Context: an optimization exercise on an open-source flow, tuned for small area and a short achievable clock period. The choices shown serve that exercise and are no tape-out recipe. Function was not checked in any run shown here: the RTL went through the layout flow alone.

## flow/design.v (module list and top-level ports; edited modules follow where they fit)
// module Filter_IIR: 3629 lines
// module iir_fa: 6 lines
// module iir_ha: 6 lines
module Filter_IIR(Output, Input, clk, reset);
  // ...
==> flow/flow/run.sh <==
#!/bin/bash
export BUFFER_PORTS_ARGS="-buffer_cell sky130_fd_sc_hd__buf_2"
bash standard.sh > standard.log 2>&1
==> flow/standard.sh <==
#!/bin/bash
# synth_recipe.tcl (not shown) runs the flow's synth.tcl, then flattens the netlist and writes it again
# the make line also repeats each setting of config.mk as NAME=value (left out here)
make -C /OpenROAD-flow-scripts/flow DESIGN_CONFIG=/design/flow/config.mk WORK_HOME=/design/flow/orfs CLKGATE_MAP_FILE= SYNTH_SCRIPT=/design/flow/synth_recipe.tcl "${@:-finish}"
==> flow/config.mk <==
export PLATFORM = sky130hd
export DESIGN_NAME = Filter_IIR
export DESIGN_NICKNAME = Filter_IIR
export VERILOG_FILES = /design/flow/design.v
export SDC_FILE = /design/flow/constraint.sdc
export NUM_CORES = 4
export LEC_CHECK = 0
export CAP_MARGIN = 20
export CORE_MARGIN = 2
export CORE_UTILIZATION = 40
export SLEW_MARGIN = 20
export SYNTH_HIERARCHICAL = 1
export SYNTH_MINIMUM_KEEP_SIZE = 0
==> flow/constraint.sdc <==
create_clock -name core_clock -period 40.0 [get_ports {clk}]
set_input_delay 8.0000 -clock core_clock [delete_from_list [all_inputs] [get_ports {clk}]]
set_output_delay 8.0000 -clock core_clock [all_outputs]
set_load 0.01 [all_outputs]
==> out/metrics.yaml, run 1 <==
worst_setup_path:
  cpPeakStageDelay_ps: 550
  cp.buffers_inverters: 6
  crit_top_cell: "fa_1"
  worstPathRequired_ps: 32000
  start_kind: "register"
synthesis:
  synth_top_family_by_area: "adder cells"
  yosysTopAreaCell: "fa_1"
global_route:
  grt_use_met2_pct: 29.7
  busiest_layer: "met2"
  grt_util_met1_pct: 23.6
  overflow: 0
route:
  firstDrtPassIters: 5
  via_per_inst: 4.77
  top_layer_used: "met4"
clock_tree:
  cts.htree.levels: 4
  clock-sinks: 138
  ctsResizeCount: 0
  clkTransAtPathRegs_ps: 60
cells_and_area:
  stdcell_area_um2: 33000
  fin_util_pct: 43.3
  clock_cell_area_share_pct: 1.94
  fillers: 7026
  num-nets-final: 3738
  multi_input_cells: 1713
floorplan:
  die_y_um: 282
sta:
  fin_crit_ps: 31470
  relSlewSlack_pct: 36.0
status:
  status: "no timing/DRC/antenna violations"
placement:
  pre_cts_ws_ps: 8980
==> inputs of run 2 (changes only) <==
==> flow/flow/run.sh (replaced) <==
#!/bin/bash
export BUFFER_PORTS_ARGS="-buffer_cell sky130_fd_sc_hd__buf_2"
export SETUP_SLACK_MARGIN=12
bash standard.sh > standard.log 2>&1
==> out/metrics.yaml, run 2 <==
status:
  status: "no timing/DRC/antenna violations"
synthesis:
  yosysUniqueCellTypes: 64
  postSynthCellCount: 2473
  yosysTopAreaCellShare_pct: 56.8
  yosys-top-cells-count: "875 x fa_1, 601 x inv_1, 288 x ha_1, 138 x dfrtp_1, 92 x xnor2_1"
  synth-edff-count: 0
  synth-async-reset-ratio_pct: 100
  syn_area_um2: 30800
  syn_area_per_cell_um2: 12.5
  synth_area_leaders: "fa_1 57%, ha_1 12%, dfrtp_1 11%"
  syn_nets: 3670
  synth-seq-area-share_pct: 11.2
  synth_warnings: 7
  synth_flop_cell: "dfrtp_1"
  yosysTopAreaCell: "fa_1"
  synth_seq_cells: 138
  synth.most_common_cell: "fa_1"
floorplan:
  die-area_um2: 79300
  die_width_um: 282
  io_pins: 66
  start_util_pct: 40.5
  core_area_um2: 76100
  num_rows: 101
  die_y_um: 282  # unchanged
route:
  antenna_left: 0
  drc_errors: 0
  drt_iter0_drc: 707
  routed_wirelength_mm: 67.1
  firstDrtPassIters: 5  # unchanged
  vias: 17939
  wl_per_cell_um: 18.0
  via_per_inst: 4.81  # +0.86%
worst_setup_path:
  crit_top_cell: "ha_4"
  cp_slowest_cell: "fa_2"
  critPathLaunch: "Input[0]"
  worstPathRequired_ps: 32000  # about the same
  cpPeakStageDelay_ps: 630  # +80 ps
  timing.rr.start: "s1_d2[2]$_DFF_PN0_"
  endpoint_kind: "output port"
  crit_path_max_fanout: 4
  crit_arrival_ps: 20520
  crit_type: "input pin to output port"
  start_kind: "input pin"
clock_tree:
  cts.htree.levels: 4  # unchanged
  clock-sinks: 138  # unchanged
  postCtsHoldBufs: 0
  cts_tree: "built"
  clkTransAtPathRegs_ps: 60  # about the same
  worstSkewPairLatency_ps: 490
  cts_root_buffer: "clkbuf_16"
  numCtsBuffers: 17
  clockBufferDepth: 2
cells_and_area:
  num-nets-final: 3887  # +4.0%
  layout_commonest_cell: "fa_1"
  fin_util_pct: 47.6  # +4.2 points
  antenna_cells: 0
  fillers: 6751  # -3.9%
  stdcell_area_um2: 36200  # +9.8%
  syn2layout_area_growth_pct: 17.4
  final_cell_mix: "814 x fa_1, 576 x inv_1, 243 x ha_1"
  drive_gt1_share_pct: 21.4
global_route:
  antenna_found_initial: 0
  grt_max_degree: 94
  grt_pass1_wl_mm: 110
  grt_usage_pct: 18.2
  grt_pass1_vias: 20899
  overflow: 0  # unchanged
sta:
  rsz0062_at_grt: "true"
  holdWs_ps: 382
  max_freq_mhz: 35.1
  relSlewSlack_pct: 34.0  # -2.0 points
  finClkSkew_ps: 13.6
  fin_crit_sh_pct: 71.3
  fin_crit_ps: 28520  # -2950 ps
  slew_violations: 0
  setup_violations: 0
  timing.setup.tns_ps: 0
  hold_viol: 0
  tightest_slew_ps: 990
placement:
  gp_congestion: 0.813
  io_buffers: 64
  place_hpwl_mm: 55.4
  placed_cell_area_um2: 32500
min_path:
  holdCritPathClass: "register to register"
  hp-start: "s1_d1[22]$_DFF_PN0_"
flow_run:
  maxCapViolCount: 0
## run 2: cell counts after synthesis
Identical to the previous run, type by type.
## run 2: worst paths after layout
path / cells after the start / to / slack [ps]
hold / removal: 0 / s1_d2[22]$_DFF_PN0_ / 380
min in group asynchronous: 1 / s2_d1[0]$_DFF_PN0_ / 7580
setup / recovery: 54 / Output[22] / 11480
setup reg to reg: 78 / s3_d1[22]$_DFF_PN0_ / 16340
hold reg to reg: 0 / s1_d2[22]$_DFF_PN0_ / 380
max in group asynchronous: 2 / s3_d2[0]$_DFF_PN0_ / 31150
## run 2: routing by layer
| metal | global-route usage (%) | up-vias | part of all wire (%) |
|---|---|---|---|
| li1 | - | 7951 | - |
| met1 | 24.5 | 9693 | 43 |
| met2 | 31.4 | 231 | 53 |
| met5 | 0 | - | 0 |
| met3 | 2.50 | 64 | 2.9 |
| met4 | 4.24 | 0 | 1.6 |
## run 2: layout make-up
class                   count  area [µm²]  area share, %
clock buffers              21         460           1.27
clock inverters            10        95.1          0.263
inverters                 601        2260           6.25
multi-input cells        1713       27000           74.5
flip-flops and latches    138        3470           9.57
well taps                1030        1290           3.56
repair buffers            219        1660           4.57
## run 2: cell families (layout without fill, tap and decap cells)
group	Yosys count	in the layout	share of synthesized area [%]
adders and majority gates	1185	1185	69.2
buffers and inverters	622	851	7.83
AOI/OAI and AO/OA	207	207	4.58
and+or+nand+nor	172	172	2.91
xor gates and xnor gates	147	147	4.22
DFF	138	138	11.2
muxes	2	2	0.0649
## run 2: per-stage QoR
stage               std cells  worst slack, ps
floorplan                2473            12030
CTS                      3663            11630
detailed placement       3551             9660
global placement         3551             9730
global route             3732            10960
finish                   3732            11480
## run 2: per-module statistics from Yosys, one instance, submodules excluded
| module | flops+latches | copies in the design | cells inside | area, µm² |
|---|---|---|---|---|
| Filter_IIR | 138 | 1 | 1544 | 12800 |
| iir_fa | 0 | 857 | 1 | 20.0 |
| iir_ha | 0 | 72 | 1 | 12.5 |
## run 2: repair_timing
item / 4_1_cts / 5_1_grt
gates resized for setup: 249 / 165
buffers inserted: 80 / 69
gates cloned: 1 / 0
pin swaps: 90 / 117
endpoints found under the setup margin: 28 / 24
## run 2: critical path: cells and delay by family
family          cells  cell delay, ps
simple gates       13            2550
fa+ha+maj          11            4060
xor+xnor            3             540
buf+inv             7             880
mux                 1             130
compound gates     19            4320

## separate check: timing with driven ports
In the flow no input, the clock included, has a driving cell. The finished layouts below were timed again as built, in two steps. Step 1 sets driving cells, clkbuf_16 on the clock port and buf_2 on the other inputs (assumed; they add their load-dependent delay and slew). Step 2 moves the port delays by t, midway between the first and last clock arrival at a register: inputs arrive t later, outputs are due t later. That takes back most of the time a late clock gives input paths. a / b / c = ideal / step 1 / step 2; a / b = the first two.
| run | t, ns | slack for setup (ns) | worst hold slack (ns) | worst register clock-pin slew, ns |
|---|---|---|---|---|
| run 1 | 0.545 | 8.533 / 8.470 / 9.015 | 0.379 / 0.379 / 0.379 | 0.07 / 0.07 |
| run 2 | 0.547 | 11.482 / 11.433 / 11.433 | 0.382 / 0.382 / 0.382 | 0.07 / 0.07 |
After both steps setup and hold are still met in every run listed. The setup slack of run 2, which loses most, moves by -0.049 ns with the drivers and by -0.049 ns with both steps.
